What follows belongs to an exercise in optimizing a design on an open flow for small area and a short achievable clock period; a production flow would make more cautious choices.
Only simulation tests tie the RTL to the original design; equivalence was not proved.
No activity file was given, so power comes from the tool's default toggle rates.

==> flow/design.v, too long to show whole: its modules and the start of the top module <==
// module vga_controller: 1820 lines
module vga_controller(clk_148MHz, reset, sw, btnU, btnD, btnR, btnL, hsync, vsync, video_on, h_count_reg, v_count_reg, vgaRed, vgaGreen, vgaBlue);
  // ...
==> flow/flow/run.sh <==
#!/bin/bash
# Standard ORFS layout; smaller port buffers, a smaller clock tree without dummy loads,
# and a timing-repair margin of 6.5 ns (the SDC is unchanged).
bash standard.sh SETUP_SLACK_MARGIN=6.5 \
  "BUFFER_PORTS_ARGS=-buffer_cell sky130_fd_sc_hd__buf_2" \
  "CTS_ARGS=-sink_clustering_enable -repair_clock_nets -dont_use_dummy_load -buf_list sky130_fd_sc_hd__clkbuf_8 -sink_clustering_size 30" \
  finish > standard_run.log 2>&1
==> flow/standard.sh <==
#!/bin/bash
# synth_recipe.tcl (not shown) runs the flow's synth.tcl, then flattens the netlist and writes it again
# the make line also repeats each setting of config.mk as NAME=value (left out here)
make -C /OpenROAD-flow-scripts/flow DESIGN_CONFIG=/design/flow/config.mk WORK_HOME=/design/flow/orfs CLKGATE_MAP_FILE= SYNTH_SCRIPT=/design/flow/synth_recipe.tcl "${@:-finish}"
==> flow/config.mk <==
export PLATFORM = sky130hd
export DESIGN_NAME = vga_controller
export DESIGN_NICKNAME = vga_controller
export VERILOG_FILES = /design/flow/design.v
export SDC_FILE = /design/flow/constraint.sdc
export NUM_CORES = 4
export LEC_CHECK = 0
export ABC_AREA = 1
export CAP_MARGIN = 20
export CORE_MARGIN = 2
export CORE_UTILIZATION = 60
export SLEW_MARGIN = 20
==> flow/constraint.sdc <==
create_clock -name core_clock -period 10.0 [get_ports {clk_148MHz}]
set_input_delay 2.0000 -clock core_clock [delete_from_list [all_inputs] [get_ports {clk_148MHz}]]
set_output_delay 2.0000 -clock core_clock [all_outputs]
set_load 0.01 [all_outputs]
==> reports/metrics.yaml, run 1 <==
place:
  placedCellCount: 961
  placed_area_um2: 6200
  pre_cts_ws_ps: 5300
power_and_ir_drop:
  p_seq_frac: 0.308
  leakage_nw: 3.67
  p_per_area_nw_per_um2: 184
  pg_comb_mw: 0.728
  maxPowerGroup: "combinational logic"
detailed_routing:
  highest_layer: "met4"
  wl_met1_mm: 7.25
  firstDrtPassIters: 7
  drc: 0
timing:
  tightest_slew_ps: 921
  fin_tns_setup_ps: 0
  rsz0062_at_grt: "yes"
layout:
  area_growth_pct: 19.4
  largest_reg_flops: 12
  final_cell_mix: "140 x nand2_1, 114 x inv_1, 72 x nor2_1, 51 x dfrtp_1, 47 x buf_4"
  clkbuf_count: 9
  drive_above_1_share: 0.287
  largestClassByArea: "multi-input combinational cells"
critical_path:
  cp-start-kind: "flip-flop"
  reg2reg_setup_slack_ps: 6270
  timing.critical_path.buf_inv: 5
  arrival_ps: 3950
  reg2regPathDepth: 20
  slowest_stage: "dfrtp_2"
  cp-end-kind: "flip-flop"
  regToRegEndpoint: "g3"
flow_run:
  drv_cap: 0
global_route:
  grt_max_degree: 72
  grt_pass1_wl_mm: 27.1
  busiest_layer: "met2"
  use_met2: 0.520
  grt_pass1_vias: 5550
synth:
  yosys.area.top_type: "dfrtp_1"
  yosysWarnings: 1
  synth_edf_count: 0
  netlist_area_um2: 5970
  synth.area.top_cells: "dfrtp_1 24%, nand2_1 9.9%, ha_1 9.4%, inv_1 8.2%, dfstp_2 6.2%"
  yosys_register_bits: 71
run_status:
  outcome: "timing/DRC/antenna clean"
clock_network:
  ctsRootBufferMaster: "clkbuf_8"
==> run 2, diff against run 1 <==
==> flow/flow/run.sh (replaced) <==
#!/bin/bash
# Standard ORFS layout; smaller port buffers, a smaller clock tree without dummy loads,
# and a timing-repair margin of 5.5 ns (the SDC is unchanged).
bash standard.sh SETUP_SLACK_MARGIN=5.5 \
  "BUFFER_PORTS_ARGS=-buffer_cell sky130_fd_sc_hd__buf_2" \
  "CTS_ARGS=-sink_clustering_enable -repair_clock_nets -dont_use_dummy_load -buf_list sky130_fd_sc_hd__clkbuf_8 -sink_clustering_size 30" \
  finish > standard_run.log 2>&1
==> run 2 against run 1 <==
Synthesized cell count is the same. Largest cell class unchanged. Global-route usage shrank 2.0 points. Die area is the same. First-iteration DRC count shrank 5.4%. Largest power group unchanged. Combinational power shrank 17%. Maximum frequency shrank 11%. Cell count shrank 4.9%. Critical endpoint is now ya_reg[7]. Clock power is essentially flat. Still clean. Core utilization shrank 9.0 points. Register-to-register slack lost 410 ps. Sequential share of layout area grew 3.4 points.
==> reports/metrics.yaml, run 2 <==
global_route:
  overflow: 0
  antenna_found_initial: 0
  grt_pass1_vias: 5296  # -4.6%
  grt_max_degree: 72  # unchanged
  grt_pass1_wl_mm: 25.4  # -6.6%
  grt_util_all_layers: 0.292
timing:
  drv_slew: 0
  fin_tns_setup_ps: 0  # unchanged
  fin_skew_ps: 9.95
  tightest_slew_ps: 945  # +23.7 ps
  finalHoldViolCount: 0
  setup_viol: 0
  rsz0062_at_grt: "no"
  finalCriticalPeriod_ps: 4210
  fmax_mhz: 238
  max-slew-margin-rel: 0.370
  fin_crit_sh: 0.421
detailed_routing:
  firstDrtPassIters: 5  # -2
  drtAntennaViolNets: 0
  wire_per_inst_um: 15.5
  drtIter0Drc: 421
  vias_per_cell: 5.61
  vias: 5442
  drc: 0  # unchanged
  wirelength_mm: 15.0
clock_network:
  cts_hold_buf: 0
  clock_latency_ps: 350
  numCtsBuffers: 9
  cts_max_path_buffers: 2
  clk_pin_slew_ps: 70
  htreeDepth: 3
  cts_tree: "built"
  cts_resized: 0
  ctsRootBufferMaster: "clkbuf_8"
  post-cts-setup-buffers: 0
  cts.sink_count: 71
place:
  gp_congestion: 0.942
  dp_hpwl_mm: 11.5
  io_buffers: 46
synth:
  post-synth-top-count-cell: "nand2_1"
  synth.top_cell.area_share: 0.239
  synth_top_cells_by_count: "157 x nand2_1, 131 x inv_1, 81 x nor2_1"
  synthCells: 816
  avgSynthCellArea_um2: 7.31
  netlist_area_um2: 5970  # unchanged
  synthDistinctLibCells: 67
  yosysSeqAreaShare: 0.301
  yosys_register_bits: 71  # unchanged
  async_flop_share: 1.00
  yosys.area.top_type: "dfrtp_1"
  synth_edf_count: 0  # unchanged
  syn_nets: 885
  yosysWarnings: 1  # unchanged
  synth.area.top_cells: "dfrtp_1 24%, nand2_1 9.9%, ha_1 9.4%, inv_1 8.2%, dfstp_2 6.2%"
  synthFlopType: "dfrtp_1"
layout:
  final_common_cell: "nand2_1"
  drive_above_1_share: 0.143  # -0.144
  fillers: 943
  nets: 908
  antenna_cells: 0
  final_cell_mix: "157 x nand2_1, 130 x inv_1, 81 x nor2_1, 57 x dfrtp_1, 49 x nand3_1"
  postLayoutCoreUtil: 0.642
  multi_input_area_um2: 3390
  largest_reg_flops: 12  # unchanged
  area_growth_pct: 4.76
  seqCellArea_um2: 1790
power_and_ir_drop:
  p_per_area_nw_per_um2: 190  # +3.4%
  leakage_nw: 3.37  # -8.3%
  irDropWorstVdd_uv: 90.5
die:
  start_util: 0.613
  io_pins: 57
  core_um2: 9730
  dieArea_um2: 10800
  fp.dieH_um: 104
  die_x_um: 104
  row_count: 36
critical_path:
  arrival_ps: 4450  # +500 ps
  cp.required_ps: 10240
  cp-end-kind: "flip-flop"
  cp-start-kind: "primary input"
  crit_fanout: 23
  crit_type: "primary input to flip-flop"
worst_hold_path:
  min_path_type: "flip-flop to flip-flop"
run_status:
  outcome: "timing/DRC/antenna clean"
flow_run:
  drv_cap: 0  # unchanged
-- run 2: layout make-up --
cell class / instances / area share
sequential: 71 / 0.287
inverter: 140 / 0.0853
timing repair buffer: 47 / 0.0380
clock buffer: 9 / 0.0198
tap: 133 / 0.0266
multi-input combinational: 570 / 0.543
-- run 2: power by group --
group          switching, mW  leakage [nW]  internal, mW
clock                  0.102        0.0647        0.0805
combinational          0.396          2.42         0.206
sequential            0.0718         0.886         0.335
-- run 2: critical path: stages --
cell,delay (ps)
buf_2,360
nand2_2,250
nor2_4,150
nand2_2,100
o21ai_2,110
o21ai_1,80
nand2_2,70
xor2_2,190
xor2_1,350
nand3_1,140
nand2_2,180
nand3_2,100
clkinv_2,70
nand2_1,40
nand2_1,50
nand3_1,60
nand2_1,80
inv_1,40
-- run 2: cells by family after synthesis --
kind of cell	Yosys count	share of synthesized area
xor+xnor	23	0.0350
compound gates	148	0.153
mux	1	0.00189
flops	71	0.301
simple gates	346	0.264
other cells	1	0.000629
buf+inv	175	0.130
fa+ha+maj	51	0.115
-- run 2: stage by stage --
step / power [mW] / std cells / area, µm² / worst slack (ps) / hold WS (ps)
floorplan: 0.871 / 816 / 5970 / 6210 / 464
global placement: 0.984 / 961 / 6130 / 5470 / 479
detailed placement: 1.00 / 961 / 6130 / 5430 / 487
CTS: 1.19 / 970 / 6250 / 5790 / 503
global route: 1.31 / 970 / 6250 / 5530 / 530
finish: 1.19 / 970 / 6250 / 5790 / 505
-- run 2: worst paths after layout --
kind | start | slack, ps | end | depth (start not counted)
min reg2reg | lfsr[3] | 510 | lfsr[4] | 2
min in group asynchronous | reset | 1950 | h_count_reg[7] | 3
max reg2reg | h_count_reg[0] | 5860 | g3 | 20
max | sw[2] | 5790 | ya_reg[7] | 18
min | lfsr[3] | 510 | lfsr[4] | 2
max in group asynchronous | reset | 7450 | ya_reg[8] | 3
-- run 2: layer usage --
layer / wire [µm] / vias up / global-route usage
met4: 406 / 0 / 0.106
met1: 6910 / 2541 / 0.398
met5: 0 / - / 0
li1: - / 2686 / -
met2: 6860 / 185 / 0.466
met3: 830 / 30 / 0.0548
==> run 3, diff against run 2 <==
==> flow/flow/run.sh (replaced) <==
#!/bin/bash
# Standard ORFS layout; smaller port buffers, a smaller clock tree without dummy loads,
# and a timing-repair margin of 6 ns (the SDC is unchanged).
bash standard.sh SETUP_SLACK_MARGIN=6 \
  "BUFFER_PORTS_ARGS=-buffer_cell sky130_fd_sc_hd__buf_2" \
  "CTS_ARGS=-sink_clustering_enable -repair_clock_nets -dont_use_dummy_load -buf_list sky130_fd_sc_hd__clkbuf_8 -sink_clustering_size 30" \
  finish > standard_run.log 2>&1
==> run 3 against run 2 <==
Sequential share of layout area is 0.96 points lower. Worst setup slack better by 410 ps. Highest routed layer unchanged. First-iteration DRC count is 8.1% higher. Maximum frequency is 11% higher. Flip-flop and latch count stayed put. Critical path type unchanged. Non-clock buffer count is 18 higher. Sequential power is 1% lower. Synthesized cell count stayed put.
==> reports/metrics.yaml, run 3 <==
run_status:
  outcome: "timing/DRC/antenna clean"
synth:
  synthDistinctLibCells: 67  # unchanged
  avgSynthCellArea_um2: 7.31  # unchanged
  syn_nets: 885  # unchanged
  async_flop_share: 1.00  # unchanged
  yosysSeqAreaShare: 0.301  # unchanged
  post-synth-top-count-cell: "nand2_1"
  netlist_area_um2: 5970  # unchanged
  yosys.area.top_type: "dfrtp_1"
  synth_top_cells_by_count: "157 x nand2_1, 131 x inv_1, 81 x nor2_1"
  synth_xor_area_frac: 0.0350  # unchanged
  synthMuxAreaShare: 0.00189  # unchanged
  synth.top_cell.area_share: 0.239  # unchanged
  yosys_register_bits: 71  # unchanged
  synth_compound_area_frac: 0.153  # unchanged
  synthCells: 816  # unchanged
  yosysWarnings: 1  # unchanged
  synth_top_family_by_area: "simple AND/OR/NAND/NOR gates"
  synthFlopType: "dfrtp_1"
  synth_simple_gate_area_share: 0.264  # unchanged
  synthAdderAreaFrac: 0.115  # unchanged
  synth_edf_count: 0  # unchanged
  synth.area.top_cells: "dfrtp_1 24%, nand2_1 9.9%, ha_1 9.4%, inv_1 8.2%, dfstp_2 6.2%"
critical_path:
  crit_fanout: 23  # unchanged
  reg2regPathDepth: 21  # +5.0%
  arrival_ps: 4040  # -410 ps
  reg2reg_setup_slack_ps: 6200  # +340 ps
  path_depth: 18  # unchanged
  timing.critical_path.buf_inv: 3  # unchanged
  slowest_delay_ps: 260  # -100 ps
  path_delay_family: "simple AND/OR/NAND/NOR gates"
  r2r_start: "h_count_reg[0]"
  cp-start-kind: "primary input"
  crit_path_end: "ya_reg[7]"
  critPathLaunch: "sw[2]"
  cp-end-kind: "flip-flop"
  crit_type: "primary input to flip-flop"
  path_cells: "buf_6 -> nand2_4 -> nor2_4 -> nand2_2 -> o21ai_2 -> o21ai_1 -> nand2_2 -> xor2_2 -> xor2_2 -> nand3_1 -> nand2_2 -> nand3_2 -> clkinv_2 -> nand2_1 -> nand2_1 -> nand3_1 -> nand2_1 -> inv_1"
  cp.required_ps: 10240  # about the same
  regToRegEndpoint: "r3"
  slowest_stage: "xor2_2"
timing:
  rsz0062_at_grt: "yes"
  postLayoutSetupSlackWorst_ps: 6200  # +407 ps
  fmax_mhz: 263  # +11%
  fin_crit_sh: 0.380  # -0.0407
  holdWs_ps: 499  # -6.33 ps
  finalCriticalPeriod_ps: 3800  # -407 ps
  drv_slew: 0  # unchanged
  max-slew-margin-rel: 0.383  # +0.0128
  fin_skew_ps: 14.6  # +4.63 ps
  finalHoldViolCount: 0  # unchanged
  setup_viol: 0  # unchanged
  tightest_slew_ps: 926  # -19.1 ps
  fin_tns_setup_ps: 0  # unchanged
clock_network:
  htreeDepth: 3  # unchanged
  ctsRootBufferMaster: "clkbuf_8"
  clk_pin_slew_ps: 70  # about the same
  cts_max_path_buffers: 2  # unchanged
  clock_latency_ps: 350  # about the same
  numCtsBuffers: 9  # unchanged
  cts_tree: "built"
  cts.sink_count: 71  # unchanged
power_and_ir_drop:
  p_per_area_nw_per_um2: 186  # -2.2%
  leakage_nw: 3.46  # +2.7%
  irDropWorstVdd_uv: 90.8  # +0.34%
global_route:
  grt_util_all_layers: 0.293  # +0.000538
  overflow: 0  # unchanged
  antenna_found_initial: 0  # unchanged
  grt_max_degree: 72  # unchanged
  grt_pass1_vias: 5293  # -0.057%
  grt_pass1_wl_mm: 25.4  # +0.27%
detailed_routing:
  wirelength_mm: 15.1  # +0.91%
  drtIter0Drc: 455  # +8.1%
  wire_per_inst_um: 15.3  # -0.93%
  drtAntennaViolNets: 0  # unchanged
  vias: 5497  # +1.0%
  vias_per_cell: 5.56  # -0.83%
  drc: 0  # unchanged
  firstDrtPassIters: 7  # +2
die:
  die_x_um: 104  # unchanged
  dieArea_um2: 10800  # unchanged
  row_count: 36  # unchanged
  start_util: 0.613  # unchanged
  fp.dieH_um: 104  # unchanged
  io_pins: 57  # unchanged
  core_um2: 9730  # unchanged
layout:
  antenna_cells: 0  # unchanged
  drive_above_1_share: 0.185  # +0.0414
  nets: 926  # +2.0%
  fillers: 909  # -3.6%
  area_growth_pct: 8.77
  largest_reg_flops: 12  # unchanged
  final_area_um2: 6490  # +3.8%
  seqCellArea_um2: 1800  # +0.35%
  postLayoutCoreUtil: 0.667  # +0.0246
  final_common_cell: "nand2_1"
  multi_input_area_um2: 3480  # +2.6%
  final_cell_mix: "155 x nand2_1, 127 x inv_1, 78 x nor2_1, 52 x dfrtp_1, 49 x nand3_1"
place:
  pre_cts_ws_ps: 5430  # unchanged
  dp_hpwl_mm: 11.5  # unchanged
  gp_congestion: 0.942  # unchanged
  io_buffers: 46  # unchanged
  placed_area_um2: 6130  # unchanged
flow_run:
  drv_cap: 0  # unchanged
worst_hold_path:
  min_path_type: "flip-flop to flip-flop"
## run 3: cell counts after synthesis
No cell type changed its count.
## run 3: kinds of logic (layout without fill, tap and decap cells)
logic type	count (synthesis)	count (layout)
simple gates	346	346
buf+inv	175	214
compound gates	148	148
flops	71	71
fa+ha+maj	51	51
xor+xnor	23	23
other cells	1	1
mux	1	1
## run 3: how the worst min path moves through the flow
stage | startpoint | to | slack (ps) | depth (start not counted)
3_3_place_gp | lfsr[3] | lfsr[4] | 480 | 2
5_1_grt | vsync | vsync | 530 | 1
3_5_place_dp | lfsr[3] | lfsr[4] | 490 | 2
6_report | lfsr[3] | lfsr[4] | 500 | 2
4_1_cts | lfsr[3] | lfsr[4] | 500 | 2
2_1_floorplan | lfsr[3] | lfsr[4] | 460 | 2
## run 3: through the flow
step	power [mW]	instances
CTS	1.19	971
global placement	0.984	961
floorplan	0.871	816
finish	1.21	988
detailed placement	1.00	961
global route	1.32	988
## run 3: worst register-to-register path: stages, from the launching register on
cell and delay [ps]:
dfrtp_1 380, inv_1 100, nor2_1 70, fa_1 390, fa_2 350, fa_1 360
inv_1 70, fa_1 150, inv_1 50, fa_2 340, fa_2 390, inv_2 80
nand2_1 80, a31oi_4 190, o2111ai_1 140, inv_1 70, nand2_1 60, nand2_2 100
nand3_1 80, nand2_1 90, nor2_1 40, nor2_1 140
## run 3: area by class of cell
cell class | count | area share
Clock buffer | 9 | 0.0191
Inverter | 140 | 0.0827
Multi-Input combinational cell | 570 | 0.537
Sequential cell | 71 | 0.277
Tap cell | 133 | 0.0256
Timing Repair Buffer | 65 | 0.0584
## run 3: what timing repair did
item / 4_1_cts / 5_1_grt
hold buffers: 0 / 0
setup endpoints to repair: 13 / 14
buffers inserted: 1 / 17
resized for setup: 9 / 22
pin swaps: 1 / 7
## run 3: per-layer routing
metal | GRT usage | vias up | share of wire
li1 | - | 2726 | -
met1 | 0.399 | 2573 | 0.46
met2 | 0.469 | 170 | 0.46
met3 | 0.0548 | 28 | 0.054
met4 | 0.103 | 0 | 0.029
met5 | 0 | - | 0
## run 3: report_power, final
group          switching (mW)  total [mW]  leakage (nW)  internal [mW]
registers              0.0664       0.401         0.880          0.335
logic                   0.407       0.625          2.51          0.218
clock network           0.102       0.182        0.0647         0.0804
total                   0.575        1.21          3.46          0.633
==> run 4, diff against run 3 <==
==> flow/flow/run.sh (replaced) <==
#!/bin/bash
# Standard ORFS layout; smallest port buffers, a smaller clock tree without
# dummy loads, and a timing-repair margin of 6 ns (the SDC is unchanged).
bash standard.sh SETUP_SLACK_MARGIN=6 \
  "BUFFER_PORTS_ARGS=-buffer_cell sky130_fd_sc_hd__buf_1" \
  "CTS_ARGS=-sink_clustering_enable -repair_clock_nets -dont_use_dummy_load -buf_list sky130_fd_sc_hd__clkbuf_8 -sink_clustering_size 30" \
  finish > standard_run.log 2>&1
--- a/flow/config.mk
+++ b/flow/config.mk
@@ -10,3 +10,4 @@
 export CORE_MARGIN = 2
 export CORE_UTILIZATION = 60
+export GPL_TIMING_DRIVEN = 0
 export SLEW_MARGIN = 20
==> run 4 against run 3 <==
Synthesized cell count is the same. Area after synthesis is the same. Design area grew 2.4%. Global-route usage grew 0.52 points. Wire length grew 2.8%. Flip-flop and latch count is the same. Clock skew grew 11 ps. Critical path depth is the same. Critical endpoint unchanged. Largest cell class unchanged. Highest routed layer unchanged.
==> reports/metrics.yaml, run 4 <==
run_status:
  outcome: "timing/DRC/antenna clean"
detailed_routing:
  vias_per_cell: 5.55  # -0.25%
  drtAntennaViolNets: 0  # unchanged
  firstDrtPassIters: 5  # -2
  wire_per_inst_um: 15.3  # -0.12%
  wirelength_mm: 15.6  # +2.8%
  drc: 0  # unchanged
  vias: 5644  # +2.7%
  drtIter0Drc: 339  # -25%
synth:
  synth.top_cell.area_share: 0.239  # unchanged
  synthFlopType: "dfrtp_1"
  yosysWarnings: 1  # unchanged
  post-synth-top-count-cell: "nand2_1"
  syn_nets: 885  # unchanged
  synth.area.top_cells: "dfrtp_1 24%, nand2_1 9.9%, ha_1 9.4%, inv_1 8.2%, dfstp_2 6.2%"
  synthCells: 816  # unchanged
  yosysSeqAreaShare: 0.301  # unchanged
  yosys_register_bits: 71  # unchanged
  async_flop_share: 1.00  # unchanged
  synth_edf_count: 0  # unchanged
  netlist_area_um2: 5970  # unchanged
  synthDistinctLibCells: 67  # unchanged
  yosys.area.top_type: "dfrtp_1"
  avgSynthCellArea_um2: 7.31  # unchanged
  synth_top_cells_by_count: "157 x nand2_1, 131 x inv_1, 81 x nor2_1"
power_and_ir_drop:
  irDropWorstVdd_uv: 88.8  # -2.1%
  leakage_nw: 3.44  # -0.59%
  total_power_mw: 1.22  # +0.68%
  p_per_area_nw_per_um2: 183  # -1.7%
die:
  die_x_um: 104  # unchanged
  row_count: 36  # unchanged
  dieArea_um2: 10800  # unchanged
  start_util: 0.613  # unchanged
  fp.dieH_um: 104  # unchanged
  io_pins: 57  # unchanged
  core_um2: 9730  # unchanged
timing:
  finalCriticalPeriod_ps: 3820  # +23.6 ps
  fin_tns_setup_ps: 0  # unchanged
  fin_skew_ps: 25.6  # +11.0 ps
  finalHoldViolCount: 0  # unchanged
  max-slew-margin-rel: 0.610  # +0.227
  drv_slew: 0  # unchanged
  tightest_slew_ps: 585  # -341 ps
  holdWs_ps: 512  # +13.0 ps
  fin_crit_sh: 0.382  # +0.00236
  fmax_mhz: 262  # -0.62%
  setup_viol: 0  # unchanged
  rsz0062_at_grt: "no"
clock_network:
  cts.sink_count: 71  # unchanged
  cts_tree: "built"
  htreeDepth: 3  # unchanged
  clk_pin_slew_ps: 50  # -20 ps
  cts_max_path_buffers: 2  # unchanged
  cts_hold_buf: 0  # unchanged
  numCtsBuffers: 9  # unchanged
  clock_latency_ps: 360  # about the same
  ctsRootBufferMaster: "clkbuf_8"
critical_path:
  slowest_stage: "xor2_1"
  arrival_ps: 4060  # +20 ps
  cp-end-kind: "flip-flop"
  crit_fanout: 7  # -70%
  crit_type: "primary input to flip-flop"
  cp.required_ps: 10230  # about the same
  path_cells: "clkbuf_2 -> nand2_4 -> nor2_4 -> nand2_2 -> o21ai_2 -> o21ai_1 -> nand2_2 -> xor2_2 -> xor2_1 -> nand3_1 -> nand2_2 -> nand3_2 -> clkinv_2 -> nand2_1 -> nand2_1 -> nand3_1 -> nand2_1 -> inv_1"
  cp-start-kind: "primary input"
  slowest_delay_ps: 280  # +20 ps
layout:
  largest_reg_flops: 12  # unchanged
  antenna_cells: 0  # unchanged
  drive_above_1_share: 0.158  # -0.0264
  nets: 955  # +3.1%
  final_cell_mix: "155 x nand2_1, 127 x inv_1, 80 x nor2_1, 53 x dfrtp_1, 48 x nand3_1"
  multi_input_area_um2: 3490  # +0.18%
  final_area_um2: 6640  # +2.4%
  final_common_cell: "nand2_1"
  fillers: 861  # -5.3%
  seqCellArea_um2: 1800  # about the same
  area_growth_pct: 11.4
place:
  gp_congestion: 0.966  # +2.5%
  io_buffers: 46  # unchanged
  placed_area_um2: 6330  # +3.3%
  dp_hpwl_mm: 12.0  # +4.4%
worst_hold_path:
  min_path_type: "flip-flop to flip-flop"
global_route:
  overflow: 0  # unchanged
  grt_pass1_wl_mm: 26.2  # +2.9%
  grt_pass1_vias: 5522  # +4.3%
  grt_max_degree: 38  # -47%
  antenna_found_initial: 0  # unchanged
  grt_util_all_layers: 0.298  # +0.00520
flow_run:
  drv_cap: 0  # unchanged
## run 4: cell counts after synthesis
No cell type changed its count.
## run 4: per-stage QoR
stage / setup slack (ps) / instances / util
2_1_floorplan: 6210 / 816 / -
3_3_place_gp: 5350 / 995 / 0.648
3_5_place_dp: 5640 / 996 / 0.650
4_1_cts: 5970 / 1009 / 0.669
5_1_grt: 5960 / 1017 / 0.683
6_report: 6180 / 1017 / 0.683
## run 4: layer usage
| layer | global-route usage | part of all wire | up-vias |
|---|---|---|---|
| li1 | - | - | 2782 |
| met1 | 0.385 | 0.43 | 2629 |
| met2 | 0.506 | 0.48 | 199 |
| met3 | 0.0441 | 0.062 | 34 |
| met4 | 0.114 | 0.023 | 0 |
| met5 | 0 | 0 | - |
## run 4: report_power, final
part | internal [mW] | total [mW] | switching [mW]
clock network | 0.0803 | 0.179 | 0.0990
registers | 0.335 | 0.377 | 0.0419
logic | 0.226 | 0.661 | 0.435
## run 4: area by class of cell
type,instances,area share
multi-input cells,570,0.525
flip-flops and latches,71,0.271
inverters,140,0.0806
repair buffers,59,0.0427
plain buffers,35,0.0371
well taps,133,0.0250
clock buffers,9,0.0186
## run 4: final timing paths
check	start	endpoint	slack, ps	cells after the start
setup / recovery	sw[2]	ya_reg[7]	6180	18
hold / removal	vsync	vsync	510	1
setup reg to reg	h_count_reg[0]	g3	6190	20
hold reg to reg	vsync	vsync	510	1
max in group asynchronous	reset	cv[4]	7700	3
min in group asynchronous	reset	lfsr[5]	1650	2
## run 4: cell families after synthesis
group | after synthesis | share of synthesized area
simple gates | 346 | 0.264
buf+inv | 175 | 0.130
flops | 71 | 0.301
xor+xnor | 23 | 0.0350
fa+ha+maj | 51 | 0.115
other cells | 1 | 0.000629
mux | 1 | 0.00189
compound gates | 148 | 0.153
## run 4: repair_timing
action / CTS / global route
pin swaps: 2 / 7
gates resized for setup: 6 / 26
buffers inserted: 4 / 8
endpoints found under the setup margin: 8 / 11
endpoints found under the hold margin: 0 / 0
## run 4: critical path: cells and delay by family
family | cells | cell delay [ps]
AO/OA/AOI/OAI | 2 | 200
XOR/XNOR | 2 | 470
buffers and inverters | 3 | 270
AND/OR/NAND/NOR | 11 | 1100
==> run 5, diff against run 4 <==
--- a/flow/config.mk
+++ b/flow/config.mk
@@ -6,8 +6,6 @@
 export NUM_CORES = 4
 export LEC_CHECK = 0
-export ABC_AREA = 1
 export CAP_MARGIN = 20
 export CORE_MARGIN = 2
 export CORE_UTILIZATION = 60
-export GPL_TIMING_DRIVEN = 0
 export SLEW_MARGIN = 20
==> run 5 against run 4 <==
Still clean on timing, DRC and antenna. Maximum frequency decreased by 2.2%. Flip-flop and latch count did not move. Sequential share of layout area about the same. Global-route usage fell by 0.73 points. Combinational power is 44% lower. Clock skew shrank 6.3 ps. Hold slack lost 22 ps. Critical path type unchanged. Highest routed layer unchanged.
==> reports/metrics.yaml, run 5 <==
run_status:
  outcome: "timing/DRC/antenna clean"
clock_network:
  clk_pin_slew_ps: 60  # about the same
  cts.sink_count: 71  # unchanged
  cts_max_path_buffers: 2  # unchanged
  clock_latency_ps: 360  # about the same
  ctsRootBufferMaster: "clkbuf_8"
  cts_tree: "built"
  htreeDepth: 3  # unchanged
  numCtsBuffers: 9  # unchanged
critical_path:
  crit_type: "primary input to flip-flop"
  path_cells: "buf_1 -> buf_6 -> nand2_4 -> nor4_4 -> nand2_1 -> mux2i_1 -> o21ai_2 -> xnor2_2 -> or4_4 -> a211oi_2 -> xor2_1 -> a22oi_1 -> nand2_1"
  crit_fanout: 4  # -3
  cp-start-kind: "primary input"
  cp.required_ps: 10290  # +60 ps
  arrival_ps: 4190  # +130 ps
  slowest_stage: "or4_4"
  cp-end-kind: "flip-flop"
  path_common_cell: "nand2_1"
  path_delay_family: "simple AND/OR/NAND/NOR gates"
  timing.critical_path.buf_inv: 2  # -1
  slowest_delay_ps: 540  # +260 ps
die:
  start_util: 0.617  # +0.00409
  row_count: 36  # unchanged
  fp.dieH_um: 104  # +0.54%
  dieArea_um2: 10900  # +1.1%
  die_x_um: 104  # +0.54%
  core_um2: 9770  # +0.46%
  io_pins: 57  # unchanged
layout:
  final_common_cell: "nor2_1"
  largest_reg_flops: 12  # unchanged
  drive_above_1_share: 0.168  # +0.00940
  area_growth_pct: 10.7
  multi_input_area_um2: 3950  # +13%
  final_area_um2: 6680  # +0.55%
  final_cell_mix: "78 x nor2_1, 49 x inv_1, 48 x dfrtp_1, 46 x buf_1"
  antenna_cells: 0  # unchanged
  seqCellArea_um2: 1810  # +0.56%
  nets: 828  # -13%
  fillers: 831  # -3.5%
flow_run:
  drv_cap: 0  # unchanged
place:
  dp_hpwl_mm: 11.0  # -7.7%
  io_buffers: 46  # unchanged
  placed_area_um2: 6120  # -3.3%
  pre_cts_ws_ps: 4960  # -678 ps
  gp_congestion: 0.920  # -4.7%
detailed_routing:
  drtIter0Drc: 308  # -9.1%
  firstDrtPassIters: 5  # unchanged
  drtAntennaViolNets: 0  # unchanged
  wire_per_inst_um: 17.3  # +13%
  wirelength_mm: 15.4  # -1.2%
  drc: 0  # unchanged
  vias: 5394  # -4.4%
  vias_per_cell: 6.06  # +9.2%
synth:
  yosysSeqAreaShare: 0.297  # -0.00337
  yosysWarnings: 1  # unchanged
  syn_nets: 789  # -11%
  yosys.area.top_type: "dfrtp_1"
  yosys_register_bits: 71  # unchanged
  synth.area.top_cells: "dfrtp_1 24%, ha_1 9.3%, dfstp_2 6.1%, nor2_1 4.9%, xnor2_1 4.6%"
  avgSynthCellArea_um2: 8.38  # +15%
  synthCells: 720  # -12%
  synthFlopType: "dfrtp_1"
  netlist_area_um2: 6030  # +1.1%
  synthDistinctLibCells: 83  # +24%
  synth_top_cells_by_count: "79 x nor2_1, 57 x dfrtp_1, 53 x inv_1"
  post-synth-top-count-cell: "nor2_1"
  synth_edf_count: 0  # unchanged
  synth.top_cell.area_share: 0.236  # -0.00268
  async_flop_share: 1.00  # unchanged
timing:
  fin_crit_sh: 0.391  # +0.00842
  fin_skew_ps: 19.3  # -6.27 ps
  holdWs_ps: 490  # -22.1 ps
  fmax_mhz: 256  # -2.2%
  postLayoutSetupSlackWorst_ps: 6090  # -84.2 ps
  finalHoldViolCount: 0  # unchanged
  max-slew-margin-rel: 0.400  # -0.210
  setup_viol: 0  # unchanged
  tightest_slew_ps: 900  # +314 ps
  drv_slew: 0  # unchanged
  rsz0062_at_grt: "yes"
  fin_tns_setup_ps: 0  # unchanged
  finalCriticalPeriod_ps: 3910  # +84.2 ps
power_and_ir_drop:
  irDropWorstVdd_uv: 128  # +44%
  p_per_area_nw_per_um2: 138  # -25%
  leakage_nw: 2.89  # -16%
global_route:
  antenna_found_initial: 0  # unchanged
  grt_pass1_wl_mm: 25.4  # -3.0%
  grt_max_degree: 72  # +89%
  grt_pass1_vias: 5134  # -7.0%
  grt_util_all_layers: 0.291  # -0.00731
  overflow: 0  # unchanged
worst_hold_path:
  min_path_type: "flip-flop to flip-flop"
run 5: changes by cell type after synthesis, sizes merged, moves of 19 or more:
cell	delta
nand2	-121
inv	-82
nand3	-32
xnor2	+30
nand2b	+19
run 5: cell families (layout without fill, tap and decap cells):
kind of cell	Yosys count	in the layout	share of synthesized area
DFF	71	71	0.297
buffers and inverters	105	142	0.0819
xor gates and xnor gates	46	46	0.0668
AOI/OAI and AO/OA	181	181	0.202
and+or+nand+nor	249	249	0.210
adders and majority gates	53	53	0.117
other	1	1	0.000622
muxes	14	14	0.0245
run 5: area by class of cell:
class	count	area share
clock buffer	9	0.0185
tap	133	0.0249
sequential	71	0.271
multi-input combinational	544	0.591
inverter	55	0.0317
timing repair buffer	78	0.0629
run 5: layer usage:
layer  vias up  routed length, µm  share of wire  global-route usage
li1       2597                  -              -                   -
met1      2631               7070           0.46               0.407
met2       141               7350           0.48               0.458
met3        25                655          0.043              0.0414
met4         0                306          0.020               0.107
met5         -                  0              0                   0
run 5: worst reg2reg max path, stage by stage (launching register included):
cell and delay (ps):
dfrtp_1 400, inv_2 80, nor2_1 60, fa_2 340, fa_2 340, fa_1 360, inv_1 70, fa_1 160
inv_1 60, fa_2 510, nand2b_4 110, o41ai_2 60, a211o_1 280, o211a_1 230, maj3_2 330, o2bb2ai_4 180
a41oi_2 160
run 5: final timing paths:
path	to	from	cells past startpoint	slack, ps
worst max-delay path	ya_reg[9]	sw[2]	13	6090
worst min-delay path	vsync	vsync	2	490
worst max register to register	b3	h_count_reg[0]	16	6120
worst min register to register	vsync	vsync	2	490
max in group asynchronous	ay[0]	reset	3	7450
min in group asynchronous	ch[1]	reset	3	1870
run 5: power by group:
part / switching (mW) / total (mW) / internal [mW]
Clock: 0.0988 / 0.179 / 0.0803
Combinational: 0.211 / 0.368 / 0.157
Sequential: 0.0460 / 0.372 / 0.326
run 5: stage by stage:
stage               total power, mW  instances   util
detailed placement            0.703        853  0.626
global placement              0.692        853  0.626
CTS                           0.901        874  0.660
floorplan                     0.629        720      -
global route                  0.975        890  0.683
finish                        0.919        890  0.683
run 5: what timing repair did:
action,in CTS,in global routing
setup buffers,12,16
pin swaps,10,13
hold endpoints to repair,0,0
resized for setup,27,29
hold buffers,0,0
setup endpoints to repair,16,11
==> run 6, diff against run 5 <==
--- a/flow/config.mk
+++ b/flow/config.mk
@@ -6,6 +6,7 @@
 export NUM_CORES = 4
 export LEC_CHECK = 0
+export ABC_AREA = 1
 export CAP_MARGIN = 20
 export CORE_MARGIN = 2
-export CORE_UTILIZATION = 60
+export CORE_UTILIZATION = 70
 export SLEW_MARGIN = 20
==> run 6 against run 5 <==
Still clean on timing, DRC and antenna. Area after synthesis is 1.1% lower. Wire length is 1.1% higher. Non-clock buffer count is 17 lower. Maximum frequency is 0.97% higher. Clock power hardly changed. Sequential share of layout area is 0.94 points higher. First-iteration DRC count is 28% higher. Combinational power is 69% higher. Core utilization is 9.4 points higher. Clock-buffer cell count stayed put. Synthesized cell count is 13% higher. Die area is 15% lower. Critical endpoint is now g3.
==> reports/metrics.yaml, run 6 <==
layout:
  instances_no_fill: 956  # +7.4%
  final_common_cell: "nand2_1"
  antenna_cells: 0  # unchanged
  final_area_um2: 6420  # -3.9%
  area_growth_pct: 7.63
  largest_reg_flops: 12  # unchanged
  fillers: 608  # -27%
  postLayoutCoreUtil: 0.778  # +0.0941
  drive_above_1_share: 0.140  # -0.0279
  final_cell_mix: "154 x nand2_1, 126 x inv_1, 77 x nor2_1, 53 x dfrtp_1, 48 x nand3_1"
  nets: 922  # +11%
detailed_routing:
  wire_per_inst_um: 16.3  # -5.9%
  wirelength_mm: 15.5  # +1.1%
  firstDrtPassIters: 7  # +2
  drtAntennaViolNets: 0  # unchanged
  drc: 0  # unchanged
  drtIter0Drc: 393  # +28%
  vias_per_cell: 5.84  # -3.7%
  vias: 5581  # +3.5%
synth:
  yosysWarnings: 1  # unchanged
  synthFlopType: "dfrtp_1"
  synthAdderAreaFrac: 0.115  # -0.00245
  avgSynthCellArea_um2: 7.31  # -13%
  synthMuxAreaShare: 0.00189  # -0.0226
  synth_top_cells_by_count: "157 x nand2_1, 131 x inv_1, 81 x nor2_1"
  synth_simple_gate_area_share: 0.264  # +0.0542
  yosys.area.top_type: "dfrtp_1"
  yosys_register_bits: 71  # unchanged
  synth_compound_area_frac: 0.153  # -0.0491
  async_flop_share: 1.00  # unchanged
  synth_edf_count: 0  # unchanged
  synthDistinctLibCells: 67  # -19%
  netlist_area_um2: 5970  # -1.1%
  syn_nets: 885  # +12%
  synth.area.top_cells: "dfrtp_1 24%, nand2_1 9.9%, ha_1 9.4%, inv_1 8.2%, dfstp_2 6.2%"
  synth_top_family_by_area: "simple AND/OR/NAND/NOR gates"
  yosysSeqAreaShare: 0.301  # +0.00337
  synth.top_cell.area_share: 0.239  # +0.00268
  post-synth-top-count-cell: "nand2_1"
  synth_xor_area_frac: 0.0350  # -0.0318
  synthCells: 816  # +13%
place:
  placed_area_um2: 6030  # -1.4%
  placedCellCount: 933  # +9.4%
  pre_cts_ws_ps: 5080  # +128 ps
  io_buffers: 46  # unchanged
  gp_congestion: 0.977  # +6.2%
  dp_hpwl_mm: 11.5  # +3.8%
timing:
  finalCriticalPeriod_ps: 3870  # -37.7 ps
  fin_tns_setup_ps: 0  # unchanged
  max-slew-margin-rel: 0.408  # +0.00746
  holdWs_ps: 512  # +21.7 ps
  fin_crit_sh: 0.387  # -0.00377
  setup_viol: 0  # unchanged
  fmax_mhz: 258  # +0.97%
  tightest_slew_ps: 889  # -11.2 ps
  finalHoldViolCount: 0  # unchanged
  fin_skew_ps: 38.7  # +19.4 ps
  rsz0062_at_grt: "yes"
  postLayoutSetupSlackWorst_ps: 6130  # +37.7 ps
  drv_slew: 0  # unchanged
power_and_ir_drop:
  p_switching_mw: 0.577  # +62%
  p_int_mw: 0.627  # +11%
  total_power_mw: 1.20  # +31%
  leakage_nw: 3.27  # +13%
  p_seq_frac: 0.338  # -0.067
  comb_power_share: 0.515  # +0.115
  irDropWorstVdd_uv: 101  # -21%
  p_per_area_nw_per_um2: 188  # +36%
  switching_share: 0.479  # +0.0924
  p_clk_frac: 0.147  # -0.048
clock_network:
  cts_max_path_buffers: 2  # unchanged
  cts_tree: "built"
  htreeDepth: 3  # unchanged
  numCtsBuffers: 9  # unchanged
  clock_latency_ps: 350  # about the same
  ctsRootBufferMaster: "clkbuf_8"
  cts.sink_count: 71  # unchanged
  clk_pin_slew_ps: 90  # +30 ps
  cts_hold_buf: 0  # unchanged
critical_path:
  cp-start-kind: "flip-flop"
  cp.required_ps: 10250  # -40 ps
  cp-end-kind: "flip-flop"
  crit_fanout: 4  # unchanged
  regToRegEndpoint: "g3"
  crit_type: "flip-flop to flip-flop"
  r2r_start: "h_count_reg[0]"
  reg2reg_setup_slack_ps: 6130  # about the same
  arrival_ps: 4120  # -70 ps
  reg2regPathDepth: 20  # +4
die:
  dieArea_um2: 9280  # -15%
  io_pins: 57  # unchanged
  fp.dieH_um: 96.3  # -7.6%
  core_um2: 8260  # -16%
  die_x_um: 96.3  # -7.6%
  start_util: 0.722  # +0.105
  row_count: 33  # -8.3%
global_route:
  grt_pass1_wl_mm: 24.3  # -4.4%
  antenna_found_initial: 0  # unchanged
  grt_pass1_vias: 5173  # +0.76%
  overflow: 0  # unchanged
  grt_max_degree: 72  # unchanged
  grt_util_all_layers: 0.339  # +0.0480
worst_hold_path:
  worstHoldStart: "lfsr[4]"
  hold_depth: 2  # unchanged
  min_path_type: "flip-flop to flip-flop"
  min_to: "lfsr[5]"
run_status:
  outcome: "timing/DRC/antenna clean"
flow_run:
  drv_cap: 0  # unchanged
## run 6: cell types whose count changed after synthesis, sizes merged, moves of 11 or more
cell	previous run	this run
nand3	19	51
nand2b	19	0
nor2b	11	0
clkbuf	16	5
nand2	44	165
inv	54	136
xnor2	32	2
## run 6: layout make-up
| cell class | count | area (µm²) | share of cell area |
|---|---|---|---|
| well taps | 105 | 131 | 0.0205 |
| inverters | 140 | 541 | 0.0842 |
| flip-flops and latches | 71 | 1800 | 0.280 |
| clock buffers | 9 | 124 | 0.0193 |
| multi-input cells | 570 | 3530 | 0.550 |
| repair buffers | 61 | 293 | 0.0456 |
## run 6: worst max path at each step
stage / startpoint / end / cells after the start
after CTS: h_count_reg[3] / ya_reg[7] / 28
after floorplan: h_count_reg[0] / g3 / 20
after detailed placement: sw[2] / ya_reg[7] / 18
final: h_count_reg[0] / g3 / 20
after global routing: h_count_reg[3] / ya_reg[7] / 27
after global placement: sw[2] / ya_reg[7] / 18
## run 6: cell families (layout without fill, tap and decap cells)
family | Yosys count | count (layout)
buffers and inverters | 175 | 210
AND/OR/NAND/NOR | 346 | 346
other | 1 | 1
multiplexers | 1 | 1
XOR/XNOR | 23 | 23
flip-flops | 71 | 71
adder cells (fa/ha/maj) | 51 | 51
AO/OA/AOI/OAI | 148 | 148
## run 6: power groups by stage
| stage | Sequential, mW | Combinational [mW] | Clock, mW |
|---|---|---|---|
| after CTS | 0.405 | 0.600 | 0.178 |
| final | 0.407 | 0.621 | 0.177 |
| after floorplan | 0.369 | 0.502 | 0 |
| after global placement | 0.408 | 0.577 | 0 |
| after detailed placement | 0.410 | 0.593 | 0 |
| after global routing | 0.414 | 0.703 | 0.188 |
## run 6: per-layer routing
metal	part of all wire	up-vias	track usage
li1	-	2702	-
met1	0.41	2599	0.438
met2	0.49	244	0.572
met3	0.082	36	0.0501
met4	0.025	0	0.131
met5	0	-	0
## run 6: timing repair
action,CTS,global route
gates resized for setup,10,33
buffers inserted,1,13
pin swaps,0,12
endpoints found under the setup margin,20,14
## run 6: critical path, stage by stage (launching register included)
cell	delay, ps
dfrtp_1	400
inv_2	90
nor2_2	70
fa_2	370
fa_2	340
fa_2	340
inv_2	70
fa_2	190
inv_1	60
fa_2	370
fa_2	390
nand2_2	100
a31oi_4	110
nor4_2	250
o21ai_1	90
inv_1	60
nand2_1	60
nand2_2	120
nand2_2	70
o21ai_2	160
a21oi_2	70
==> run 7, diff against run 6 <==
--- a/flow/config.mk
+++ b/flow/config.mk
@@ -9,4 +9,5 @@
 export CAP_MARGIN = 20
 export CORE_MARGIN = 2
-export CORE_UTILIZATION = 70
+export CORE_UTILIZATION = 60
+export PLACE_DENSITY = 0.65
 export SLEW_MARGIN = 20
==> run 7 against run 6 <==
Largest cell class unchanged. Clock skew fell by 18 ps. Still clean on timing, DRC and antenna. Sequential power barely moved. Combinational power fell by 1%. Maximum frequency rose by 1.5%. Via count fell by 0.48%. Worst setup slack improved by 57 ps.
==> reports/metrics.yaml, run 7 <==
timing:
  fin_crit_sh: 0.381  # -0.00568
  drv_slew: 0  # unchanged
  tightest_slew_ps: 913  # +24.4 ps
  fin_skew_ps: 21.1  # -17.6 ps
  fmax_mhz: 262  # +1.5%
  postLayoutSetupSlackWorst_ps: 6190  # +56.8 ps
  fin_tns_setup_ps: 0  # unchanged
  setup_viol: 0  # unchanged
  finalCriticalPeriod_ps: 3810  # -56.8 ps
  rsz0062_at_grt: "yes"
  finalHoldViolCount: 0  # unchanged
  max-slew-margin-rel: 0.391  # -0.0163
synth:
  synthAdderAreaFrac: 0.115  # unchanged
  synth_edf_count: 0  # unchanged
  yosys_register_bits: 71  # unchanged
  synthCells: 816  # unchanged
  yosysWarnings: 1  # unchanged
  synth.top_cell.area_share: 0.239  # unchanged
  synth_simple_gate_area_share: 0.264  # unchanged
  synth_top_family_by_area: "simple AND/OR/NAND/NOR gates"
  synthFlopType: "dfrtp_1"
  synth_top_cells_by_count: "157 x nand2_1, 131 x inv_1, 81 x nor2_1"
  synth_compound_area_frac: 0.153  # unchanged
  async_flop_share: 1.00  # unchanged
  yosys.area.top_type: "dfrtp_1"
  synthMuxAreaShare: 0.00189  # unchanged
  yosysSeqAreaShare: 0.301  # unchanged
  synth_xor_area_frac: 0.0350  # unchanged
  netlist_area_um2: 5970  # unchanged
  syn_nets: 885  # unchanged
  post-synth-top-count-cell: "nand2_1"
  synthDistinctLibCells: 67  # unchanged
  avgSynthCellArea_um2: 7.31  # unchanged
  synth.area.top_cells: "dfrtp_1 24%, nand2_1 9.9%, ha_1 9.4%, inv_1 8.2%, dfstp_2 6.2%"
layout:
  nets: 918  # -0.43%
  final_cell_mix: "154 x nand2_1, 126 x inv_1, 78 x nor2_1, 53 x dfrtp_1, 48 x nand3_1"
  drive_above_1_share: 0.128  # -0.0123
  area_growth_pct: 6.90
  antenna_cells: 0  # unchanged
  multi_input_area_um2: 3490  # -1.2%
  fillers: 912  # +50%
  seqCellArea_um2: 1800  # unchanged
  final_common_cell: "nand2_1"
  largest_reg_flops: 12  # unchanged
clock_network:
  numCtsBuffers: 9  # unchanged
  htreeDepth: 3  # unchanged
  cts.sink_count: 71  # unchanged
  clock_latency_ps: 350  # about the same
  ctsRootBufferMaster: "clkbuf_8"
  cts_max_path_buffers: 2  # unchanged
  clk_pin_slew_ps: 70  # -20 ps
  cts_tree: "built"
  cts_hold_buf: 0  # unchanged
critical_path:
  arrival_ps: 4040  # -80 ps
  crit_type: "primary input to flip-flop"
  cp.required_ps: 10230  # -20 ps
  cp-end-kind: "flip-flop"
  cp-start-kind: "primary input"
  crit_fanout: 23  # +19
global_route:
  antenna_found_initial: 0  # unchanged
  grt_util_all_layers: 0.292  # -0.0467
  grt_max_degree: 72  # unchanged
  grt_pass1_vias: 5273  # +1.9%
  overflow: 0  # unchanged
  grt_pass1_wl_mm: 25.4  # +4.8%
place:
  pre_cts_ws_ps: 4960  # -130 ps
  gp_congestion: 0.956  # -2.1%
  io_buffers: 46  # unchanged
  dp_hpwl_mm: 11.4  # -0.76%
flow_run:
  drv_cap: 0  # unchanged
power_and_ir_drop:
  leakage_nw: 3.27  # about the same
  irDropWorstVdd_uv: 99.6  # -1.4%
  p_per_area_nw_per_um2: 188  # +0.46%
die:
  start_util: 0.613  # -0.109
  row_count: 36  # +9.1%
  io_pins: 57  # unchanged
  die_x_um: 104  # +7.7%
  dieArea_um2: 10800  # +16%
  fp.dieH_um: 104  # +7.7%
  core_um2: 9730  # +18%
detailed_routing:
  firstDrtPassIters: 5  # -2
  drtAntennaViolNets: 0  # unchanged
  vias: 5554  # -0.48%
  wirelength_mm: 15.2  # -1.9%
  vias_per_cell: 5.67  # -2.9%
  drtIter0Drc: 435  # +11%
  drc: 0  # unchanged
  wire_per_inst_um: 15.6  # -4.3%
run_status:
  outcome: "timing/DRC/antenna clean"
worst_hold_path:
  min_path_type: "flip-flop to flip-flop"
[run 7: cell counts after synthesis]
Identical to the previous run, type by type.
[run 7: logic make-up after synthesis]
family | Yosys count
compound gates | 148
xor+xnor | 23
fa+ha+maj | 51
buf+inv | 175
flops | 71
mux | 1
other cells | 1
simple gates | 346
[run 7: per-layer routing]
layer | track usage | vias to the layer above | share of wire
li1 | - | 2702 | -
met1 | 0.399 | 2609 | 0.45
met2 | 0.464 | 207 | 0.46
met3 | 0.0409 | 36 | 0.059
met4 | 0.129 | 0 | 0.033
met5 | 0 | - | 0
[run 7: path summary, 6_finish.rpt]
| check | end | from | depth (start not counted) | slack (ps) |
|---|---|---|---|---|
| min in group asynchronous | h_count_reg[6] | reset | 3 | 1890 |
| max reg2reg | r3 | h_count_reg[0] | 21 | 6250 |
| min reg2reg | lfsr[4] | lfsr[3] | 2 | 500 |
| max | ya_reg[7] | sw[2] | 18 | 6190 |
| max in group asynchronous | ch[0] | reset | 3 | 7440 |
| min | lfsr[4] | lfsr[3] | 2 | 500 |
[run 7: report_power, final]
group	switching (mW)	internal (mW)
sequential	0.0692	0.335
combinational	0.405	0.210
clock	0.102	0.0804
total	0.576	0.625
[run 7: area by class of cell]
type / count / area share
multi-input combinational: 570 / 0.548
timing repair buffer: 57 / 0.0412
clock buffer: 9 / 0.0194
inverter: 140 / 0.0836
tap: 133 / 0.0261
sequential: 71 / 0.282
[run 7: timing repair]
item                                   in CTS  in global routing
endpoints found under the hold margin       0                  0
pin swaps                                   1                  7
cloned                                      0                  0
setup endpoints to repair                  22                 13
setup buffers                               1                  9
gates resized for setup                    15                 22
[run 7: worst max-delay path, stage by stage]
cell and delay (ps):
buf_6 190, nand2_4 140, nor2_4 120, nand2_2 90, o21ai_2 110, o21ai_1 80
nand2_2 80, xor2_2 220, xor2_2 250, nand3_1 120, nand2_2 160, nand3_2 100
clkinv_2 70, nand2_1 40, nand2_1 60, nand3_1 70, nand2_1 80, inv_1 30
[run 7: metrics by stage]
stage	std cells	utilization	instance area [µm²]	hold WS, ps	power [mW]
2_1_floorplan	816	-	5970	464	0.871
3_3_place_gp	961	0.624	6070	480	0.984
3_5_place_dp	961	0.624	6070	486	0.999
4_1_cts	971	0.642	6240	502	1.19
5_1_grt	980	0.655	6380	541	1.31
6_report	980	0.655	6380	499	1.20
==> run 8, diff against run 7 <==
--- a/flow/config.mk
+++ b/flow/config.mk
@@ -10,4 +10,3 @@
 export CORE_MARGIN = 2
 export CORE_UTILIZATION = 60
-export PLACE_DENSITY = 0.65
 export SLEW_MARGIN = 20
==> run 8 against run 7 <==
Cell count stayed put. Sequential power about the same. Design area stayed put. Clock power hardly changed. Largest power group unchanged. Maximum frequency is the same. Wire length did not move. Clock skew unchanged. Synthesized cell count unchanged. Global-route usage unchanged. Die area unchanged. First-iteration DRC count unchanged.
==> reports/metrics.yaml, run 8 <==
synth:
  synthFlopType: "dfrtp_1"
  yosysWarnings: 1  # unchanged
  synthCells: 816  # unchanged
  async_flop_share: 1.00  # unchanged
  synthMuxAreaShare: 0.00189  # unchanged
  netlist_area_um2: 5970  # unchanged
  yosys.area.top_type: "dfrtp_1"
  avgSynthCellArea_um2: 7.31  # unchanged
  yosysSeqAreaShare: 0.301  # unchanged
  yosys_register_bits: 71  # unchanged
  synth_compound_area_frac: 0.153  # unchanged
  synth_xor_area_frac: 0.0350  # unchanged
  synth.top_cell.area_share: 0.239  # unchanged
  synthDistinctLibCells: 67  # unchanged
  synth_top_cells_by_count: "157 x nand2_1, 131 x inv_1, 81 x nor2_1"
  synth_simple_gate_area_share: 0.264  # unchanged
  synth.area.top_cells: "dfrtp_1 24%, nand2_1 9.9%, ha_1 9.4%, inv_1 8.2%, dfstp_2 6.2%"
  synthAdderAreaFrac: 0.115  # unchanged
  syn_nets: 885  # unchanged
  post-synth-top-count-cell: "nand2_1"
  synth_edf_count: 0  # unchanged
  synth_top_family_by_area: "simple AND/OR/NAND/NOR gates"
layout:
  final_cell_mix: "154 x nand2_1, 126 x inv_1, 78 x nor2_1, 53 x dfrtp_1, 48 x nand3_1"
  final_common_cell: "nand2_1"
  antenna_cells: 0  # unchanged
  drive_above_1_share: 0.128  # unchanged
  instances_no_fill: 980  # unchanged
  postLayoutCoreUtil: 0.655  # unchanged
  fillers: 912  # unchanged
  area_growth_pct: 6.90  # unchanged
  final_area_um2: 6380  # unchanged
  largest_reg_flops: 12  # unchanged
  nets: 918  # unchanged
clock_network:
  clk_pin_slew_ps: 70  # about the same
  ctsRootBufferMaster: "clkbuf_8"
  cts_max_path_buffers: 2  # unchanged
  htreeDepth: 3  # unchanged
  clock_latency_ps: 350  # about the same
  cts_tree: "built"
  numCtsBuffers: 9  # unchanged
  cts_hold_buf: 0  # unchanged
  cts.sink_count: 71  # unchanged
die:
  io_pins: 57  # unchanged
  row_count: 36  # unchanged
  core_um2: 9730  # unchanged
  start_util: 0.613  # unchanged
  dieArea_um2: 10800  # unchanged
  fp.dieH_um: 104  # unchanged
  die_x_um: 104  # unchanged
power_and_ir_drop:
  irDropWorstVdd_uv: 99.6  # unchanged
  p_per_area_nw_per_um2: 188  # unchanged
  total_power_mw: 1.20  # unchanged
  leakage_nw: 3.27  # unchanged
place:
  dp_hpwl_mm: 11.4  # unchanged
  pre_cts_ws_ps: 4960  # unchanged
  io_buffers: 46  # unchanged
  placed_area_um2: 6070  # unchanged
  gp_congestion: 0.956  # unchanged
  placedCellCount: 961  # unchanged
timing:
  fin_skew_ps: 21.1  # unchanged
  holdWs_ps: 499  # unchanged
  fin_tns_setup_ps: 0  # unchanged
  setup_viol: 0  # unchanged
  drv_slew: 0  # unchanged
  finalCriticalPeriod_ps: 3810  # unchanged
  tightest_slew_ps: 913  # unchanged
  max-slew-margin-rel: 0.391  # unchanged
  fin_crit_sh: 0.381  # unchanged
  fmax_mhz: 262  # unchanged
  rsz0062_at_grt: "yes"
  postLayoutSetupSlackWorst_ps: 6190  # unchanged
  finalHoldViolCount: 0  # unchanged
detailed_routing:
  wirelength_mm: 15.2  # unchanged
  drtIter0Drc: 435  # unchanged
  vias: 5554  # unchanged
  drtAntennaViolNets: 0  # unchanged
  wire_per_inst_um: 15.6  # unchanged
  vias_per_cell: 5.67  # unchanged
  firstDrtPassIters: 5  # unchanged
  drc: 0  # unchanged
global_route:
  grt_util_all_layers: 0.292  # unchanged
  grt_max_degree: 72  # unchanged
  grt_pass1_wl_mm: 25.4  # unchanged
  antenna_found_initial: 0  # unchanged
  grt_pass1_vias: 5273  # unchanged
  overflow: 0  # unchanged
critical_path:
  cp-end-kind: "flip-flop"
  cp-start-kind: "primary input"
  crit_fanout: 23  # unchanged
  path_delay_family: "simple AND/OR/NAND/NOR gates"
  crit_type: "primary input to flip-flop"
  cp.required_ps: 10230  # about the same
  slowest_stage: "xor2_2"
  path_cells: "buf_6 -> nand2_4 -> nor2_4 -> nand2_2 -> o21ai_2 -> o21ai_1 -> nand2_2 -> xor2_2 -> xor2_2 -> nand3_1 -> nand2_2 -> nand3_2 -> clkinv_2 -> nand2_1 -> nand2_1 -> nand3_1 -> nand2_1 -> inv_1"
  arrival_ps: 4040  # about the same
  timing.critical_path.buf_inv: 3  # unchanged
  slowest_delay_ps: 250  # about the same
flow_run:
  drv_cap: 0  # unchanged
worst_hold_path:
  min_path_type: "flip-flop to flip-flop"
run_status:
  outcome: "timing/DRC/antenna clean"
==> run 8: cell counts in the layout (fill, tap and decap cells not counted) <==
No cell type changed its count.
==> run 8: area by class of cell <==
type | count | area (µm²) | area share
clock buffers | 9 | 124 | 0.0194
inverters | 140 | 533 | 0.0836
multi-input cells | 570 | 3490 | 0.548
flip-flops and latches | 71 | 1800 | 0.282
well taps | 133 | 166 | 0.0261
repair buffers | 57 | 263 | 0.0412
==> run 8: logic make-up (layout without fill, tap and decap cells) <==
| family | count (synthesis) | after routing |
|---|---|---|
| other cells | 1 | 1 |
| compound gates | 148 | 148 |
| fa+ha+maj | 51 | 51 |
| simple gates | 346 | 346 |
| mux | 1 | 1 |
| xor+xnor | 23 | 23 |
| flops | 71 | 71 |
| buf+inv | 175 | 206 |
==> run 8: final timing paths <==
check                           depth (start not counted)  slack (ps)      startpoint              to
worst max-delay path                                   18        6190           sw[2]       ya_reg[7]
worst min-delay path                                    2         500         lfsr[3]         lfsr[4]
worst max register to register                         21        6250  h_count_reg[0]              r3
worst min register to register                          2         500         lfsr[3]         lfsr[4]
max in group asynchronous                               3        7440           reset           ch[0]
min in group asynchronous                               3        1890           reset  h_count_reg[6]
==> run 8: tightest hold or removal path: stages, from the launching register on <==
cell     delay, ps
dfrtp_1        350
nand2_1         50
o21ai_0         60
==> run 8: what timing repair did <==
action,CTS,global route
hold endpoints to repair,0,0
pin swaps,1,7
setup buffers,1,9
gates resized for setup,15,22
endpoints found under the setup margin,22,13
==> run 8: layer usage <==
metal,vias to the layer above,track usage,wire length (µm)
met5,-,0,0
met4,0,0.129,503
met3,36,0.0409,895
met2,207,0.464,6970
met1,2609,0.399,6880
li1,2702,-,-
==> run 8: power breakdown <==
part / internal (mW) / switching (mW)
clock network: 0.0804 / 0.102
logic: 0.210 / 0.405
registers: 0.335 / 0.0692
==> run 9, diff against run 8 <==
--- a/flow/config.mk
+++ b/flow/config.mk
@@ -7,6 +7,6 @@
 export LEC_CHECK = 0
 export ABC_AREA = 1
-export CAP_MARGIN = 20
+export CAP_MARGIN = 0
 export CORE_MARGIN = 2
 export CORE_UTILIZATION = 60
-export SLEW_MARGIN = 20
+export SLEW_MARGIN = 0
==> run 9 against run 8 <==
Still clean. Non-clock buffer count is the same. Via count did not move. Critical path depth stayed put. Design area stayed put. Sequential power hardly changed. Cell count stayed put. Clock skew did not move. First-iteration DRC count unchanged. Worst setup slack unchanged. Clock-buffer cell count stayed put. Critical path type unchanged.
==> reports/metrics.yaml, run 9 <==
clock_network:
  clk_pin_slew_ps: 70  # about the same
  htreeDepth: 3  # unchanged
  numCtsBuffers: 9  # unchanged
  cts_tree: "built"
  cts.sink_count: 71  # unchanged
  cts_max_path_buffers: 2  # unchanged
  ctsRootBufferMaster: "clkbuf_8"
  cts_hold_buf: 0  # unchanged
  clock_latency_ps: 350  # about the same
detailed_routing:
  drc: 0  # unchanged
  vias_per_cell: 5.67  # unchanged
  firstDrtPassIters: 5  # unchanged
  vias: 5554  # unchanged
  wirelength_mm: 15.2  # unchanged
  drtAntennaViolNets: 0  # unchanged
  wire_per_inst_um: 15.6  # unchanged
  drtIter0Drc: 435  # unchanged
place:
  dp_hpwl_mm: 11.4  # unchanged
  io_buffers: 46  # unchanged
  placedCellCount: 961  # unchanged
  gp_congestion: 0.956  # unchanged
power_and_ir_drop:
  p_int_mw: 0.625  # unchanged
  p_switching_mw: 0.576  # unchanged
  comb_power_share: 0.512  # about the same
  switching_share: 0.480  # unchanged
  p_seq_frac: 0.336  # about the same
  leakage_nw: 3.27  # unchanged
  p_clk_frac: 0.152  # about the same
  irDropWorstVdd_uv: 99.6  # unchanged
  p_per_area_nw_per_um2: 188  # unchanged
synth:
  syn_nets: 885  # unchanged
  post-synth-top-count-cell: "nand2_1"
  yosys.area.top_type: "dfrtp_1"
  synth_top_cells_by_count: "157 x nand2_1, 131 x inv_1, 81 x nor2_1"
  avgSynthCellArea_um2: 7.31  # unchanged
  synthCells: 816  # unchanged
  yosys_register_bits: 71  # unchanged
  synth.area.top_cells: "dfrtp_1 24%, nand2_1 9.9%, ha_1 9.4%, inv_1 8.2%, dfstp_2 6.2%"
  yosysSeqAreaShare: 0.301  # unchanged
  synth.top_cell.area_share: 0.239  # unchanged
  synthDistinctLibCells: 67  # unchanged
  synthFlopType: "dfrtp_1"
  yosysWarnings: 1  # unchanged
  synth_edf_count: 0  # unchanged
  netlist_area_um2: 5970  # unchanged
  async_flop_share: 1.00  # unchanged
critical_path:
  r2r_start: "h_count_reg[0]"
  reg2reg_setup_slack_ps: 6250  # about the same
  cp-end-kind: "flip-flop"
  regToRegEndpoint: "r3"
  crit_type: "primary input to flip-flop"
  reg2regPathDepth: 21  # unchanged
  crit_fanout: 23  # unchanged
  arrival_ps: 4040  # about the same
  cp-start-kind: "primary input"
  cp.required_ps: 10230  # about the same
layout:
  instances_no_fill: 980  # unchanged
  multi_input_area_um2: 3490  # unchanged
  final_common_cell: "nand2_1"
  fillers: 912  # unchanged
  seqCellArea_um2: 1800  # unchanged
  final_cell_mix: "154 x nand2_1, 126 x inv_1, 78 x nor2_1, 53 x dfrtp_1, 48 x nand3_1"
  nets: 918  # unchanged
  area_growth_pct: 6.90  # unchanged
  drive_above_1_share: 0.128  # unchanged
  antenna_cells: 0  # unchanged
  largest_reg_flops: 12  # unchanged
worst_hold_path:
  worstHoldStart: "lfsr[3]"
  hold_depth: 2  # unchanged
  min_to: "lfsr[4]"
  min_path_type: "flip-flop to flip-flop"
timing:
  finalHoldViolCount: 0  # unchanged
  fmax_mhz: 262  # unchanged
  finalCriticalPeriod_ps: 3810  # unchanged
  drv_slew: 0  # unchanged
  rsz0062_at_grt: "yes"
  fin_skew_ps: 21.1  # unchanged
  tightest_slew_ps: 913  # unchanged
  fin_tns_setup_ps: 0  # unchanged
  max-slew-margin-rel: 0.391  # unchanged
  setup_viol: 0  # unchanged
  fin_crit_sh: 0.381  # unchanged
global_route:
  overflow: 0  # unchanged
  grt_pass1_vias: 5273  # unchanged
  grt_util_all_layers: 0.292  # unchanged
  antenna_found_initial: 0  # unchanged
  grt_max_degree: 72  # unchanged
  grt_pass1_wl_mm: 25.4  # unchanged
die:
  dieArea_um2: 10800  # unchanged
  io_pins: 57  # unchanged
  core_um2: 9730  # unchanged
  start_util: 0.613  # unchanged
  die_x_um: 104  # unchanged
  fp.dieH_um: 104  # unchanged
  row_count: 36  # unchanged
flow_run:
  drv_cap: 0  # unchanged
run_status:
  outcome: "timing/DRC/antenna clean"
run 9: cell counts in the layout (fill, tap and decap cells not counted):
Identical to the previous run, type by type.
run 9: layout make-up:
| type | count | area share |
|---|---|---|
| sequential | 71 | 0.282 |
| inverter | 140 | 0.0836 |
| timing repair buffer | 57 | 0.0412 |
| multi-input combinational | 570 | 0.548 |
| clock buffer | 9 | 0.0194 |
| tap | 133 | 0.0261 |
run 9: power by group through the flow:
stage	Clock (mW)	Sequential, mW	Combinational [mW]
finish	0.183	0.404	0.615
global route	0.199	0.412	0.704
CTS	0.186	0.403	0.598
detailed placement	0	0.408	0.590
global placement	0	0.408	0.576
floorplan	0	0.369	0.502
run 9: critical path, stage by stage:
cell and delay, ps:
buf_6 190, nand2_4 140, nor2_4 120, nand2_2 90, o21ai_2 110, o21ai_1 80
nand2_2 80, xor2_2 220, xor2_2 250, nand3_1 120, nand2_2 160, nand3_2 100
clkinv_2 70, nand2_1 40, nand2_1 60, nand3_1 70, nand2_1 80, inv_1 30
run 9: how the worst max path moves through the flow:
| stage | cells past startpoint | to | start | slack (ps) |
|---|---|---|---|---|
| 6_report | 18 | ya_reg[7] | sw[2] | 6190 |
| 5_1_grt | 18 | ya_reg[7] | sw[2] | 5940 |
| 4_1_cts | 28 | ya_reg[7] | h_count_reg[4] | 5990 |
| 3_5_place_dp | 18 | ya_reg[7] | sw[2] | 4960 |
| 3_3_place_gp | 6 | ay[6] | sw[2] | 5020 |
| 2_1_floorplan | 20 | g3 | h_count_reg[0] | 6210 |
run 9: cell families (layout without fill, tap and decap cells):
family,after synthesis,after routing,share of synthesized area
AO/OA/AOI/OAI,148,148,0.153
XOR/XNOR,23,23,0.0350
adder cells (fa/ha/maj),51,51,0.115
buffers and inverters,175,206,0.130
flip-flops,71,71,0.301
multiplexers,1,1,0.00189
other,1,1,0.000629
AND/OR/NAND/NOR,346,346,0.264
run 9: what timing repair did:
| action | 4_1_cts | 5_1_grt |
|---|---|---|
| pin swaps | 1 | 7 |
| resized for setup | 15 | 22 |
| endpoints found under the setup margin | 22 | 13 |
| hold endpoints to repair | 0 | 0 |
| setup buffers | 1 | 9 |
run 9: stage by stage:
stage	hold slack [ps]	util	power [mW]	worst slack [ps]	area (µm²)
2_1_floorplan	464	-	0.871	6210	5970
3_3_place_gp	480	0.624	0.984	5020	6070
3_5_place_dp	486	0.624	0.999	4960	6070
4_1_cts	502	0.642	1.19	5990	6240
5_1_grt	541	0.655	1.31	5940	6380
6_report	499	0.655	1.20	6190	6380
run 9: layer usage:
metal / vias up / GRT usage / share of wire / wire length (µm)
met5: - / 0 / 0 / 0
met4: 0 / 0.129 / 0.033 / 503
met3: 36 / 0.0409 / 0.059 / 895
met2: 207 / 0.464 / 0.46 / 6970
met1: 2609 / 0.399 / 0.45 / 6880
li1: 2702 / - / - / -

[afterwards: timing with drivers on the ports]
The results above use ideal ports. As a check the final layouts listed here were re-extracted and re-timed, cells and wires unchanged. Step 1 (the two cells are an assumption about what drives the block):
set clk [get_ports {clk_148MHz}]
set_driving_cell -lib_cell sky130_fd_sc_hd__clkbuf_16 $clk
set_driving_cell -lib_cell sky130_fd_sc_hd__buf_2 [delete_from_list [all_inputs] $clk]
Step 2, shift: input delay + t, output delay - t, t = (earliest + latest rising clock arrival at the registers) / 2. This alone moves slack from input paths to output paths. Three values: ideal ports, drivers, drivers and shift; two values: the first two.
| run | shift t [ns] | setup slack, ns | worst setup path at the end | clock arrival spread, ns | slew at the worst register clock pin (ns) |
|---|---|---|---|---|---|
| run 1 | 0.374 | 6.272 / 6.272 / 5.959 | input to register | 0.023 / 0.023 | 0.08 / 0.08 |
| run 2 | 0.377 | 5.793 / 5.801 / 5.424 | input to register | 0.010 / 0.010 | 0.07 / 0.07 |
| run 3 | 0.378 | 6.200 / 6.193 / 5.815 | input to register | 0.015 / 0.014 | 0.07 / 0.07 |
| run 4 | 0.380 | 6.177 / 6.185 / 5.805 | input to register | 0.026 / 0.025 | 0.08 / 0.08 |
| run 5 | 0.381 | 6.093 / 6.099 / 5.718 | input to register | 0.019 / 0.020 | 0.08 / 0.08 |
| run 6 | 0.368 | 6.130 / 6.129 / 5.760 | input to register | 0.039 / 0.039 | 0.09 / 0.09 |
| run 7 | 0.378 | 6.187 / 6.184 / 5.806 | input to register | 0.021 / 0.022 | 0.08 / 0.08 |
| run 8 | 0.378 | 6.187 / 6.184 / 5.806 | input to register | 0.021 / 0.022 | 0.08 / 0.08 |
| run 9 | 0.378 | 6.187 / 6.184 / 5.806 | input to register | 0.021 / 0.022 | 0.08 / 0.08 |
After both steps every run listed still meets setup and hold. The setup slack of run 3, which loses most, moves by -0.007 ns with the drivers and by -0.385 ns with both steps.
